From an optimization exercise on the open Yosys and OpenROAD flow, aimed at small area, a short achievable clock period and few clock cycles per item; shortcuts taken in it are not production practice. RTL that was checked went through simulation tests only; none was proved equivalent to the original.

==> module f32_mult, before the edit <==
module f32_mult (
  input logic clk, rst_n,
  input logic [31:0] a, b,
  input logic start,
  output logic done,
  output logic [31:0] p
);
function automatic logic [4:0] lzc24(input logic [23:0] x);
  lzc24 = 5'd23;
  for (int i = 0; i < 24; i++)
    if (x[i]) lzc24 = 5'(23 - i);
endfunction
function automatic logic [4:0] tzc24(input logic [23:0] x);
  tzc24 = 5'd23;
  for (int i = 23; i >= 0; i--)
    if (x[i]) tzc24 = 5'(i);
endfunction
logic s_r;
logic a_ez, b_ez, a_fz, b_fz, a_emax, b_emax;
logic a_nan, b_nan, a_inf, b_inf, a_zero, b_zero, a_den, b_den;
assign s_r    = a[31] ^ b[31];
assign a_ez   = (a[30:23] == 8'h00);
assign b_ez   = (b[30:23] == 8'h00);
assign a_fz   = (a[22:0] == 23'h0);
assign b_fz   = (b[22:0] == 23'h0);
assign a_emax = (a[30:23] == 8'hFF);
assign b_emax = (b[30:23] == 8'hFF);
assign a_nan  = a_emax & ~a_fz;
assign b_nan  = b_emax & ~b_fz;
assign a_inf  = a_emax & a_fz;
assign b_inf  = b_emax & b_fz;
assign a_zero = a_ez & a_fz;
assign b_zero = b_ez & b_fz;
assign a_den  = a_ez & ~a_fz;
assign b_den  = b_ez & ~b_fz;
logic [23:0] m_a, m_b;
logic [8:0] x_sum;
assign m_a = {~a_ez, a[22:0]};
assign m_b = {~b_ez, b[22:0]};
assign x_sum = {1'b0, a[30:24], a[23] | a_ez} + {1'b0, b[30:24], b[23] | b_ez};
logic [47:0] prod;
f32_mult_mul24 u_mul (.x(m_a), .y(m_b), .prod(prod));
logic [5:0] lz, tz;             
logic nr;                       
logic [9:0] c_sh;               
logic [5:0] sh;                 
logic [8:0] e_base;
assign lz = {1'b0, lzc24(a_ez ? m_a : m_b)};
assign tz = {1'b0, tzc24(m_a)} + {1'b0, tzc24(m_b)};
assign c_sh = 10'd151 - {1'b0, x_sum};
assign nr = {1'b0, x_sum} >= 10'd128 + {4'b0, lz};
assign e_base = x_sum - 9'd128 - {3'b0, lz};
always_comb begin
  if (nr)
    sh = 6'd23 - lz;
  else if (c_sh[9:6] != 4'd0)
    sh = 6'd63;
  else
    sh = c_sh[5:0];
end
logic [25:0] win;
logic top;
logic [23:0] mant;
logic guard, sticky, round_up;
logic [8:0] e1, e2;
logic [8:0] e_pre;
logic ovf;
logic [30:0] rounded;
assign win = 26'({prod, 1'b0} >> sh);
assign top = win[25];
assign e1 = e_base + 9'd1;
assign e2 = e_base + 9'd2;
always_comb begin
  if (top) begin
    mant = win[25:2];
    guard = win[1];
    sticky = {1'b0, tz} < {1'b0, sh};
  end else begin
    mant = win[24:1];
    guard = win[0];
    sticky = {1'b0, tz} + 7'd1 < {1'b0, sh};
  end
  if (!nr)
    e_pre = {8'b0, mant[23]};
  else if (top)
    e_pre = e2;
  else
    e_pre = e1;
  ovf = nr & (e_pre >= 9'd255);
  round_up = guard & (sticky | mant[0]);
  rounded = {e_pre[7:0], mant[22:0]} + {30'h0, round_up};
end
logic [31:0] result;
always_comb begin
  if (a_nan)
    result = {s_r, 8'hFF, 1'b1, a[21:0]};
  else if (b_nan)
    result = {s_r, 8'hFF, 1'b1, b[21:0]};
  else if ((a_inf | b_inf) & (a_zero | b_zero))
    result = {s_r, 8'hFF, 1'b1, 22'h0};
  else if (a_inf | b_inf)
    result = {s_r, 8'hFF, 23'h0};
  else if (a_zero | b_zero | (a_den & b_den))
    result = {s_r, 31'h0};
  else if (ovf)
    result = {s_r, 8'hFF, 23'h0};
  else
    result = {s_r, rounded};
end
always_ff @(posedge clk)
  p <= result;
always_ff @(posedge clk or negedge rst_n)
  if (!rst_n)
    done <= 1'b0;
  else
    done <= start;
endmodule
export LEC_CHECK = 0
export ABC_AREA = 1
export CAP_MARGIN = 20
export CORE_MARGIN = 2
export CORE_UTILIZATION = 40
export PLACE_DENSITY = 0.75
export SETUP_SLACK_MARGIN = 1.5
export SLEW_MARGIN = 20
export SYNTH_HIERARCHICAL = 1
export SYNTH_MINIMUM_KEEP_SIZE = 0
create_clock -name core_clock -period 12.0 [get_ports {clk}]
standard.sh (not shown) runs the stock make flow with config.mk's settings and CLKGATE_MAP_FILE= SYNTH_SCRIPT=/design/flow/synth_recipe.tcl, a recipe that flattens the netlist after the stock synthesis.
==> flow/flow/run.sh <==
#!/bin/bash
# The standard layout, with the input/output port buffers made from plain
# buf cells (buffer_ports otherwise picks a slow delay cell for them).
set -euo pipefail
bash standard.sh "BUFFER_PORTS_ARGS=-buffer_cell sky130_fd_sc_hd__buf_4" finish > standard_flow.log 2>&1
Testbench counts at the start, summed over its fixed seeds: cycles 12,000, ops 12,000.
==> next run, changes <==
--- a/flow/design.v
+++ b/flow/design.v
@@ -63,13 +63,28 @@
 logic [23:0] mant;
 logic guard, sticky, round_up;
 logic [8:0] e1, e2;
 logic [8:0] e_pre;
 logic ovf;
 logic [30:0] rounded;
-assign win = 26'({prod, 1'b0} >> sh);
+logic [3:0] d0, d1, d2;
+logic [95:0] v0;
+logic [40:0] v1;
+logic [28:0] v2;
+assign d0 = 4'b1 << sh[1:0];
+assign d1 = 4'b1 << sh[3:2];
+assign d2 = 4'b1 << sh[5:4];
+assign v0 = {47'b0, prod, 1'b0};
+always_comb begin
+  for (int i = 0; i < 41; i++)
+    v1[i] = (d2[0] & v0[i]) | (d2[1] & v0[i + 16]) | (d2[2] & v0[i + 32]) | (d2[3] & v0[i + 48]);
+  for (int i = 0; i < 29; i++)
+    v2[i] = (d1[0] & v1[i]) | (d1[1] & v1[i + 4]) | (d1[2] & v1[i + 8]) | (d1[3] & v1[i + 12]);
+  for (int i = 0; i < 26; i++)
+    win[i] = (d0[0] & v2[i]) | (d0[1] & v2[i + 1]) | (d0[2] & v2[i + 2]) | (d0[3] & v2[i + 3]);
+end
 assign top = win[25];
 assign e1 = e_base + 9'd1;
 assign e2 = e_base + 9'd2;
 always_comb begin
   if (top) begin
     mant = win[25:2];
Effect: The new run finished clean. Cell area fell by about 1%. Global-route usage goes down by 0.49 points. Maximum frequency falls by about 0.7%. Routed wire length is lower by about 1.2%. Cell count shrinks by about 0.8%. Worst hold slack loses 5.3 ps. Count of clock-buffer cells in the layout decreases by 1. Critical path depth went down by 1. Synthesized area shrinks by 0.61%. Sequential share of layout area stays flat. Worst setup slack loses 68 ps.
No functional check of the RTL was part of the second run of this note.

[re-timing with driven ports]
How much do the figures lean on ideal ports? The routed layouts below were timed once more, with nothing changed but the port constraints.
Step 1: set_driving_cell puts a clkbuf_16 on clk and a buf_2 on each other input, an assumption about the parent block.
Step 2, shift: input delay + t, output delay - t, t = (earliest + latest rising clock arrival at the registers) / 2. This alone moves slack from input paths to output paths.
a / b / c = ideal ports / drivers / drivers and shift; a / b = the first two.
run | t, ns | slack for setup (ns) | worst register clock-pin slew, ns
the first run | 0.304 | 1.811 / 1.802 / 1.497 | 0.05 / 0.05
the second run | 0.321 | 1.743 / 1.727 / 1.406 | 0.06 / 0.06
After both steps every run listed still meets setup and hold. For the second run, which loses most, drivers alone change the setup slack by -0.016 ns; drivers and shift together by -0.337 ns.
